Context: an optimization exercise on an open-source flow, tuned for small area and few clock cycles. The choices shown serve that exercise and are no tape-out recipe. The RTL was checked by simulation tests, not by an equivalence proof against the original design. No driver is modelled on the clock port, so clock power and skew are understated where the tree is cut down; a real chip needs a root buffer or a tree. Power and IR drop assume default switching activity.

==> flow/design.v <==
module BRIDGE #(
    parameter ADDR_WIDTH = 32,
    parameter DATA_WIDTH = 32
)(
    input                        hclk,
    input                        hresetn,
    input                        hselapb,
    input                        hwrite,
    input       [1:0]            htrans,
    input       [ADDR_WIDTH-1:0] haddr,
    input       [DATA_WIDTH-1:0] hwdata,
    input       [DATA_WIDTH-1:0] prdata,
    output reg  [ADDR_WIDTH-1:0] paddr,
    output      [DATA_WIDTH-1:0] pwdata,
    output                       psel,
    output reg                   penable,
    output reg                   pwrite,
    output                       hresp,
    output reg                   hready,
    output      [DATA_WIDTH-1:0] hrdata
);
    wire valid = hselapb & htrans[1];
    assign psel   = ~hready | penable;
    assign hresp  = 1'b0;
    assign pwdata = hwdata;
    assign hrdata = prdata;
    always @(posedge hclk or negedge hresetn) begin
        if (!hresetn) begin
            hready  <= 1'b1;
            penable <= 1'b0;
        end else begin
            hready  <= ~(hready & valid);
            penable <= ~hready;
        end
    end
    always @(posedge hclk) begin
        if (hready) begin
            paddr  <= haddr;
            pwrite <= hwrite;
        end
    end
endmodule
==> flow/config.mk <==
export PLATFORM = sky130hd
export DESIGN_NAME = BRIDGE
export DESIGN_NICKNAME = BRIDGE
export VERILOG_FILES = /design/flow/design.v
export SDC_FILE = /design/flow/constraint.sdc
export NUM_CORES = 8
export LEC_CHECK = 0
export CAP_MARGIN = 20
export CORE_MARGIN = 2
export CORE_UTILIZATION = 40
export SLEW_MARGIN = 20
==> flow/constraint.sdc <==
create_clock -name core_clock -period 5.0 [get_ports {hclk}]
set_input_delay 1.0000 -clock core_clock [delete_from_list [all_inputs] [get_ports {hclk}]]
set_output_delay 1.0000 -clock core_clock [all_outputs]
set_load 0.01 [all_outputs]
standard.sh (not shown) runs the stock make flow with config.mk's settings and CLKGATE_MAP_FILE= SYNTH_SCRIPT=/design/flow/synth_recipe.tcl, a recipe that flattens the netlist after the stock synthesis.
==> flow/flow/run.sh <==
#!/bin/bash
# Standard ORFS layout with the smallest buffer (buf_1) on the ports and the
# clock driven from a single clock buffer (see post_cts.tcl).
set -euo pipefail
here=$(pwd)
export CLOCK_ROOT_CELL=${CLOCK_ROOT_CELL:-sky130_fd_sc_hd__clkbuf_16}
bash standard.sh finish \
  BUFFER_PORTS_ARGS="-buffer_cell sky130_fd_sc_hd__buf_1" \
  CTS_ARGS="-sink_clustering_enable -repair_clock_nets -dont_use_dummy_load -buf_list sky130_fd_sc_hd__clkbuf_8 -root_buf sky130_fd_sc_hd__clkbuf_8" \
  POST_CTS_TCL="$here/flow/post_cts.tcl" \
  > standard.log 2>&1
==> flow/flow/post_cts.tcl <==
# Collapse the clock tree that CTS built to its root buffer: every sink of a
# leaf buffer moves to the root buffer's output net, the leaf buffers are
# deleted and the root buffer is resized to drive all the flip-flops.
set root_cell $::env(CLOCK_ROOT_CELL)
set block [ord::get_db_block]
set root [$block findInst clkbuf_0_hclk]
set root_net [[$root findITerm X] getNet]
foreach it [$root_net getITerms] {
  set inst [$it getInst]
  if { $inst == $root } { continue }
  set master [[$inst getMaster] getName]
  if { [string match "sky130_fd_sc_hd__clkbuf_*" $master] } {
    set leaf_net [[$inst findITerm X] getNet]
    foreach lit [$leaf_net getITerms] {
      if { [$lit getInst] == $inst } { continue }
      $lit disconnect
      $lit connect $root_net
    }
    $it disconnect
    [$inst findITerm X] disconnect
    odb::dbInst_destroy $inst
    odb::dbNet_destroy $leaf_net
  }
}
replace_cell clkbuf_0_hclk $root_cell
detailed_placement
check_placement -verbose
estimate_parasitics -placement
report_clock_skew
Testbench counts at the start, summed over its fixed seeds: cycles 9,608.
Edit:
--- a/flow/flow/run.sh
+++ b/flow/flow/run.sh
@@ -5,3 +5,3 @@
 here=$(pwd)
-export CLOCK_ROOT_CELL=${CLOCK_ROOT_CELL:-sky130_fd_sc_hd__clkbuf_16}
+export CLOCK_ROOT_CELL=${CLOCK_ROOT_CELL:-sky130_fd_sc_hd__buf_12}
 bash standard.sh finish \
Result: Register-to-register slack barely changes. Setup slack gains 0.027 ns. Via count is higher by 0.81%. Wire length barely changes. Power is lower by 1.2%. Global-route usage does not change.

==> afterwards: timing with drivers on the ports <==
Ports are ideal in the flow. The routed layouts listed here were re-timed in OpenROAD.
Step 1 assumes that a clkbuf_16 drives the clock port and a buf_2 every other input.
Step 2 moves the port delays by t, midway between the first and last clock arrival at a register: inputs arrive t later, outputs are due t later. That takes back most of the time a late clock gives input paths.
Three values: ideal, step 1, step 2; two values: the first two.
run | t (ns) | setup slack, ns | worst hold slack (ns) | slew at the worst register clock pin (ns)
the first run | 0.202 | 2.469 / 2.440 / 2.641 | 0.582 / 0.579 / 0.780 | 0.12 / 0.12
the second run | 0.177 | 2.495 / 2.464 / 2.641 | 0.609 / 0.603 / 0.780 | 0.12 / 0.12
After both steps every run listed still meets setup and hold.
